Source: an optimization exercise on an open RTL-to-GDS flow (aim: small area, a short achievable clock period and few clock cycles). Production flows keep margins and buffers that such runs may drop.
Function was checked by simulation only, so behaviour that the tests miss may differ from the original.
Power is estimated from default activity; no workload was simulated.

## job 9819
// MultiCycleCPU
module MultiCycleCPU (reset, clk, mem_addr, mem_wdata, mem_we, mem_rdata);
For scale: ~5900 cells after synthesis, roughly 1300 flip-flops, roughly 99 I/O pins.
==> flow/config.mk <==
export PLATFORM = sky130hd
export DESIGN_NAME = MultiCycleCPU
export DESIGN_NICKNAME = MultiCycleCPU
export VERILOG_FILES = /design/flow/design.v
export SDC_FILE = /design/flow/constraint.sdc
export NUM_CORES = 8
export LEC_CHECK = 0
export CAP_MARGIN = 30
export CORE_MARGIN = 2
export CORE_UTILIZATION = 40
export SETUP_SLACK_MARGIN = 5
export SLEW_MARGIN = 30
export SYNTH_HIERARCHICAL = 1
==> flow/constraint.sdc <==
create_clock -name core_clock -period 9.0 [get_ports {clk}]
set_input_delay 1.8000 -clock core_clock [delete_from_list [all_inputs] [get_ports {clk}]]
set_output_delay 1.8000 -clock core_clock [all_outputs]
set_load 0.01 [all_outputs]
standard.sh (not shown) runs the stock make flow with config.mk's settings and CLKGATE_MAP_FILE= SYNTH_SCRIPT=/design/flow/synth_recipe.tcl, a recipe that flattens the netlist after the stock synthesis.
==> flow/flow/run.sh <==
#!/bin/bash
# The standard layout (standard.sh), unchanged except that the port
# buffers that global placement inserts on every input and output are
# sky130_fd_sc_hd__buf_4 cells instead of the delay cells buffer_ports picks by
# default. All of make's output goes to standard.log in this folder; ORFS's
# per-step logs are under orfs/logs/.
set -euo pipefail
bash standard.sh "BUFFER_PORTS_ARGS=-buffer_cell sky130_fd_sc_hd__buf_4" finish > standard.log 2>&1
Job 9819 reached the final stage; the timing, DRC and antenna checks on its layout passed.
Testbench counts of job 9819, summed over its fixed seeds: cycles 111,946.
Input changes introduced in job 7572 (baseline for comparison: job 9819):
==> flow/flow/run.sh <==
#!/bin/bash
# The standard layout (standard.sh), with two changes to how timing is
# repaired: the port buffers that global placement inserts on every input and
# output are sky130_fd_sc_hd__buf_4 cells instead of the delay cells
# buffer_ports picks by default, and the resizer may change a cell's drive
# strength even when that changes its width (MATCH_CELL_FOOTPRINT=0), and
# timing repair aims for a setup slack of 6 ns at the design's clock period.
# All of make's output goes to standard.log in this folder; ORFS's per-step
# logs are under orfs/logs/.
set -euo pipefail
bash standard.sh "BUFFER_PORTS_ARGS=-buffer_cell sky130_fd_sc_hd__buf_4" MATCH_CELL_FOOTPRINT=0 SETUP_SLACK_MARGIN=6 finish > standard.log 2>&1
-- flow/config.mk --
<<< job 9819, line 11
export SETUP_SLACK_MARGIN = 5
>>> job 7572, line 11
<<< job 9819, line 14
>>> job 7572, line 13
export TNS_END_PERCENT = 5
[summary]
On non-clock buffer count: between job 7572 and job 9819, it ends up lower for job 9819. Comparing job 9819 with job 7572, the flip-flop and latch count came out essentially unchanged. Period utilization | job 7572 below job 9819.
Inputs modified between job 7572 and job 857:
-- flow/flow/run.sh --
<<< job 7572, line 7
# timing repair aims for a setup slack of 6 ns at the design's clock period.
>>> job 857, line 7
# timing repair aims for a setup slack of 5 ns at the design's clock period.
<<< job 7572, line 11
bash standard.sh "BUFFER_PORTS_ARGS=-buffer_cell sky130_fd_sc_hd__buf_4" MATCH_CELL_FOOTPRINT=0 SETUP_SLACK_MARGIN=6 finish > standard.log 2>&1
>>> job 857, line 11
bash standard.sh "BUFFER_PORTS_ARGS=-buffer_cell sky130_fd_sc_hd__buf_4" MATCH_CELL_FOOTPRINT=0 SETUP_SLACK_MARGIN=5 finish > standard.log 2>&1
Findings:
- The final layout from job 857, which completed every stage, passed the timing, DRC and antenna checks at the end of the flow.
- | minimum clock period | job 857 vs job 7572 | worse |
- Cell area ends up lower on job 857.
- Job 7572 -> job 857: portion of total power attributed to sequential cells flat
- Going from job 7572 to job 857, relative area of non-clock buffer cells in the final design shrinks by 2.3 points.
Modified inputs, job 2192 compared to job 857
==> flow/run.sh (new file) <==
#!/bin/bash
# synth_recipe.tcl (not shown) runs the flow's synth.tcl, then flattens the netlist and writes it again
# the make line also repeats each setting of config.mk as NAME=value (left out here)
make -C /OpenROAD-flow-scripts/flow DESIGN_CONFIG=/design/flow/config.mk WORK_HOME=/design/flow/orfs CLKGATE_MAP_FILE= SYNTH_SCRIPT=/design/flow/synth_recipe.tcl finish
-- flow/config.mk --
<<< job 857, line 11
>>> job 2192, line 11
export SETUP_SLACK_MARGIN = 5
<<< job 857, line 13
export TNS_END_PERCENT = 5
>>> job 2192, line 14
removed: flow/flow/run.sh
removed: flow/standard.sh
## What came out
- Job 2192 ends up with a detailed-routed wire length on met3 that is 6.7% higher than in job 857.
- Taking job 857 as the reference, in job 2192 number of antenna violations at the first check in global routing increased 4, layout buffer count excluding clock buffers increased 101, hold slack essentially unchanged, number of sequential cells in the layout essentially unchanged.
Input changes introduced in job 5435 (baseline for comparison: job 2192):
==> flow/flow/run.sh (new file) <==
#!/bin/bash
# The standard layout (standard.sh), with two changes to how timing is
# repaired: the port buffers that global placement inserts on every input and
# output are sky130_fd_sc_hd__buf_4 cells instead of the delay cells
# buffer_ports picks by default, and the resizer may change a cell's drive
# strength even when that changes its width (MATCH_CELL_FOOTPRINT=0).
# All of make's output goes to standard.log in this folder; ORFS's per-step
# logs are under orfs/logs/.
set -euo pipefail
bash standard.sh "BUFFER_PORTS_ARGS=-buffer_cell sky130_fd_sc_hd__buf_4" MATCH_CELL_FOOTPRINT=0 finish > standard.log 2>&1
==> flow/standard.sh (new file) <==
#!/bin/bash
# synth_recipe.tcl (not shown) runs the flow's synth.tcl, then flattens the netlist and writes it again
# the make line also repeats each setting of config.mk as NAME=value (left out here)
make -C /OpenROAD-flow-scripts/flow DESIGN_CONFIG=/design/flow/config.mk WORK_HOME=/design/flow/orfs CLKGATE_MAP_FILE= SYNTH_SCRIPT=/design/flow/synth_recipe.tcl "${@:-finish}"
removed: flow/run.sh
==> run summary <==
- Compared with job 2192, in job 5435 final instance count without filler cells shrank by 1.2%, time the worst path needs with I/O delays and setup shrank by 140 ps, post-detailed-routing wire length shrank by 4.3 mm.
- For share of final layout cell area taken by clock buffers and inverters, job 2192 and job 5435 come out practically identical.
- Stage delay of the slowest cell on the critical path for job 5435: 270 ps down relative to job 2192
### job 5435 -> job 2277
==> flow/run.sh (new file) <==
#!/bin/bash
# synth_recipe.tcl (not shown) runs the flow's synth.tcl, then flattens the netlist and writes it again
# the make line also repeats each setting of config.mk as NAME=value (left out here)
make -C /OpenROAD-flow-scripts/flow DESIGN_CONFIG=/design/flow/config.mk WORK_HOME=/design/flow/orfs CLKGATE_MAP_FILE= SYNTH_SCRIPT=/design/flow/synth_recipe.tcl finish
-- flow/config.mk --
<<< job 5435, line 11
>>> job 2277, line 11
export CTS_BUF_LIST = sky130_fd_sc_hd__clkbuf_8
export CTS_CLUSTER_SIZE = 20
removed: flow/flow/run.sh
removed: flow/standard.sh
Findings:
- Compared to job 5435, the router laid down more metal wire for job 2277.
- Job 2277 vs job 5435: post-layout total power down slightly
- Job 2277: largest stage delay on the critical path is 290 ps higher than what job 5435 reported.

* * *

MultiCycleCPU, a different RTL version from the one above (not shown whole).
Settings: LEC_CHECK=0, CAP_MARGIN=30, CORE_MARGIN=2, CORE_UTILIZATION=40, SETUP_SLACK_MARGIN=4, SLEW_MARGIN=30, SYNTH_HIERARCHICAL=1; clock period 9.0 ns.
run.sh (not shown) runs the stock make flow with config.mk's settings and CLKGATE_MAP_FILE= SYNTH_SCRIPT=/design/flow/synth_recipe.tcl, a recipe that flattens the netlist after the stock synthesis.
Stock flow here: none of the scripts above is used.
Testbench counts at the start, summed over its fixed seeds: cycles 111,946.
Next try:
--- a/flow/config.mk
+++ b/flow/config.mk
@@ -9,5 +9,5 @@
 export CORE_MARGIN = 2
 export CORE_UTILIZATION = 40
-export SETUP_SLACK_MARGIN = 4
+export SETUP_SLACK_MARGIN = 5
 export SLEW_MARGIN = 30
 export SYNTH_HIERARCHICAL = 1
The changed run produced a clean layout.
Die area stays the same.
Sequential power goes up by about 0.8%.
Cell area increases by about 4.6%.

* * *

== fjord ==
MultiCycleCPU, a different RTL version from the one above (not shown whole).
Size: roughly 1300 flip-flops, ~61000 um2 of cells after synthesis.
export LEC_CHECK = 0
export CAP_MARGIN = 30
export CORE_MARGIN = 2
export CORE_UTILIZATION = 40
export CTS_BUF_LIST = sky130_fd_sc_hd__clkbuf_16
export CTS_CLUSTER_DIAMETER = 60
export CTS_CLUSTER_SIZE = 20
export PLACE_DENSITY = 0.8
export SLEW_MARGIN = 30
export SYNTH_HIERARCHICAL = 1
export TNS_END_PERCENT = 1
create_clock -name core_clock -period 9.0 [get_ports {clk}]
standard.sh (not shown) runs the stock make flow with config.mk's settings and CLKGATE_MAP_FILE= SYNTH_SCRIPT=/design/flow/synth_recipe.tcl, a recipe that flattens the netlist after the stock synthesis.
==> flow/flow/run.sh <==
#!/bin/bash
# The standard layout (standard.sh), with two changes to how timing is
# repaired: the port buffers that global placement inserts on every input and
# output are sky130_fd_sc_hd__buf_4 cells instead of the delay cells
# buffer_ports picks by default, and the resizer may change a cell's drive
# strength even when that changes its width (MATCH_CELL_FOOTPRINT=0), and
# timing repair aims for a setup slack of 6.5 ns at the design's clock period.
# All of make's output goes to standard.log in this folder; ORFS's per-step
# logs are under orfs/logs/.
set -euo pipefail
bash standard.sh "BUFFER_PORTS_ARGS=-buffer_cell sky130_fd_sc_hd__buf_4" MATCH_CELL_FOOTPRINT=0 SETUP_SLACK_MARGIN=6.5 finish > standard.log 2>&1
fjord has completed all stages; timing, DRC and antenna checks passed.
Testbench counts of fjord, summed over its fixed seeds: cycles 111,946.
Relative to fjord, the following input files were edited for zinc:
--- a/flow/config.mk
+++ b/flow/config.mk
@@ -11,5 +11,4 @@
 export CTS_BUF_LIST = sky130_fd_sc_hd__clkbuf_16
-export CTS_CLUSTER_DIAMETER = 60
-export CTS_CLUSTER_SIZE = 20
-export PLACE_DENSITY = 0.8
+export CTS_CLUSTER_DIAMETER = 80
+export CTS_CLUSTER_SIZE = 28
 export SLEW_MARGIN = 30
Findings:
- On part of the total power dissipated in combinational logic, zinc and fjord are basically level.
- Against fjord, zinc comes in 3.2 um higher on routed wirelength normalized by instance count.
- As of zinc, first-pass GRT wire length had risen by a few percent compared to fjord.
- Measured against zinc, the half-perimeter wire length after detailed placement of fjord comes out at 0.945 times the reference value.
- Relative to fjord, worst setup margin has increased by 0.050 ns in zinc.
- zinc: final layout net count is about 0.7% higher than what fjord reported.
- From fjord to zinc the numbers moved as follows: final core utilization rose 0.53 points, final cycle utilization of the critical path went down by 0.56 points, final cell count rose by 47, met3 track demand over resource in global routing dropped 0.73 points.
The inputs of lagoon differ from those of zinc as listed below.
--- a/flow/flow/run.sh
+++ b/flow/flow/run.sh
@@ -6,3 +6,3 @@
 # strength even when that changes its width (MATCH_CELL_FOOTPRINT=0), and
-# timing repair aims for a setup slack of 6.5 ns at the design's clock period.
+# timing repair aims for a setup slack of 6 ns at the design's clock period.
 # All of make's output goes to standard.log in this folder; ORFS's per-step
@@ -10,2 +10,2 @@
 set -euo pipefail
-bash standard.sh "BUFFER_PORTS_ARGS=-buffer_cell sky130_fd_sc_hd__buf_4" MATCH_CELL_FOOTPRINT=0 SETUP_SLACK_MARGIN=6.5 finish > standard.log 2>&1
+bash standard.sh "BUFFER_PORTS_ARGS=-buffer_cell sky130_fd_sc_hd__buf_4" MATCH_CELL_FOOTPRINT=0 SETUP_SLACK_MARGIN=6 finish > standard.log 2>&1
--- a/flow/config.mk
+++ b/flow/config.mk
@@ -10,7 +10,4 @@
 export CORE_UTILIZATION = 40
-export CTS_BUF_LIST = sky130_fd_sc_hd__clkbuf_16
-export CTS_CLUSTER_DIAMETER = 80
-export CTS_CLUSTER_SIZE = 28
 export SLEW_MARGIN = 30
 export SYNTH_HIERARCHICAL = 1
-export TNS_END_PERCENT = 1
+export TNS_END_PERCENT = 5
==> comparison <==
Final hold slack on lagoon is down relative to zinc.
Diff zinc -> lagoon: part of the total power dissipated in combinational logic shrank by 1.3 points; logic depth of the worst setup path including buffers grew by 7; setup slack of the critical path after layout held steady; synthesized cell count held steady.
The count of clock-buffer cells in the layout in lagoon sits about 160% above the value recorded for zinc.
What indigo does differently from lagoon at the input level:
--- a/flow/flow/run.sh
+++ b/flow/flow/run.sh
@@ -6,3 +6,3 @@
 # strength even when that changes its width (MATCH_CELL_FOOTPRINT=0), and
-# timing repair aims for a setup slack of 6 ns at the design's clock period.
+# timing repair aims for a setup slack of 6.5 ns at the design's clock period.
 # All of make's output goes to standard.log in this folder; ORFS's per-step
@@ -10,2 +10,2 @@
 set -euo pipefail
-bash standard.sh "BUFFER_PORTS_ARGS=-buffer_cell sky130_fd_sc_hd__buf_4" MATCH_CELL_FOOTPRINT=0 SETUP_SLACK_MARGIN=6 finish > standard.log 2>&1
+bash standard.sh "BUFFER_PORTS_ARGS=-buffer_cell sky130_fd_sc_hd__buf_4" MATCH_CELL_FOOTPRINT=0 SETUP_SLACK_MARGIN=6.5 finish > standard.log 2>&1
--- a/flow/config.mk
+++ b/flow/config.mk
@@ -12,2 +12,2 @@
 export SYNTH_HIERARCHICAL = 1
-export TNS_END_PERCENT = 5
+export TNS_END_PERCENT = 1
Every run in the comparison, indigo and lagoon, completed the flow with a clean layout. indigo gives less fraction of met2 tracks used by global routing than lagoon did. The faster design of the two is lagoon; indigo tops out lower. The run showing the greater area growth from synthesis to final layout is lagoon. Between indigo and lagoon, cell count along the critical path is lower for indigo, lagoon comes in above that.
Inputs modified between indigo and tundra:
--- a/flow/config.mk
+++ b/flow/config.mk
@@ -10,2 +10,5 @@
 export CORE_UTILIZATION = 40
+export CTS_BUF_LIST = sky130_fd_sc_hd__clkbuf_16
+export CTS_CLUSTER_DIAMETER = 60
+export CTS_CLUSTER_SIZE = 20
 export SLEW_MARGIN = 30
--- outcome ---
Of the two candidates, indigo has the worse slack of the critical path and tundra the better one. On multi-input combinational cell count, tundra and indigo are neck and neck. Comparing tundra against indigo, there is no change at all in logic depth of the worst path, buffers included. In the flow results for tundra and indigo, the peak clock frequency supported by timing is smaller on indigo. Of tundra and indigo, the lower met3 wire length belongs to indigo. Comparing tundra and indigo, the lower count of clock-net buffers in the final layout was measured on tundra. In the metrics for tundra and indigo, the one carrying the higher total of cells resized after clock tree synthesis is tundra.
The inputs of harbor differ from those of tundra as listed below.
--- a/flow/config.mk
+++ b/flow/config.mk
@@ -13,2 +13,3 @@
 export CTS_CLUSTER_SIZE = 20
+export PLACE_DENSITY = 0.7
 export SLEW_MARGIN = 30
==> comparison <==
- Clock latency on the worst-skew pair | harbor below tundra
- On harbor: combinational power is about 2% lower than what tundra gave.
- tundra has lower detail-routed via count per cell than harbor.
- tundra → harbor: power down 3.9%; part of the power in combinational logic has increased; number of vias after detailed routing saw a decrease; non-filler instance count after layout shrank by 1.1%.
- Comparing sequential share of power for harbor and tundra, the bigger number came from harbor.
- Relative slew slack in harbor is 0.40 points above tundra.
- As far as final setup violation count goes, tundra and harbor are indistinguishable; the numbers are identical.
- tundra was larger in final cell area than harbor.

-- port drivers added, routing unchanged --
Ports are ideal in the flow. The routed layouts listed here were re-timed in OpenROAD.
Step 1: set_driving_cell puts a clkbuf_16 on clk and a buf_2 on each other input, an assumption about the parent block.
Step 2 moves the port delays by t, midway between the first and last clock arrival at a register: inputs arrive t later, outputs are due t later. That takes back most of the time a late clock gives input paths.
Three values: ideal ports, drivers, drivers and shift; two values: the first two.
run | t, ns | setup slack, ns | worst register clock-pin slew, ns
job 9819 | 0.876 | 4.780 / 4.842 / 3.966 | 0.07 / 0.07
job 7572 | 0.867 | 5.087 / 5.100 / 4.264 | 0.07 / 0.07
job 857 | 0.903 | 4.626 / 4.674 / 3.771 | 0.07 / 0.07
job 2192 | 0.891 | 4.714 / 4.766 / 3.875 | 0.07 / 0.07
job 5435 | 0.873 | 4.859 / 4.913 / 4.040 | 0.07 / 0.07
job 2277 | 1.050 | 4.821 / 4.876 / 3.825 | 0.07 / 0.07
the first run of note 2 | 0.875 | 3.819 / 3.878 / 3.003 | 0.07 / 0.07
the second run of note 2 | 0.873 | 4.745 / 4.771 / 3.899 | 0.07 / 0.07
fjord | 0.837 | 5.272 / 5.320 / 4.483 | 0.09 / 0.09
zinc | 0.824 | 5.322 / 5.247 / 4.423 | 0.12 / 0.12
lagoon | 0.889 | 5.321 / 5.282 / 4.393 | 0.07 / 0.07
indigo | 0.890 | 5.239 / 5.296 / 4.406 | 0.07 / 0.07
tundra | 0.845 | 5.319 / 5.338 / 4.493 | 0.09 / 0.09
harbor | 0.830 | 5.221 / 5.266 / 4.436 | 0.09 / 0.09
After both steps every run listed still meets setup and hold. For job 2277, which loses most, drivers alone change the setup slack by +0.055 ns; drivers and shift together by -0.996 ns.
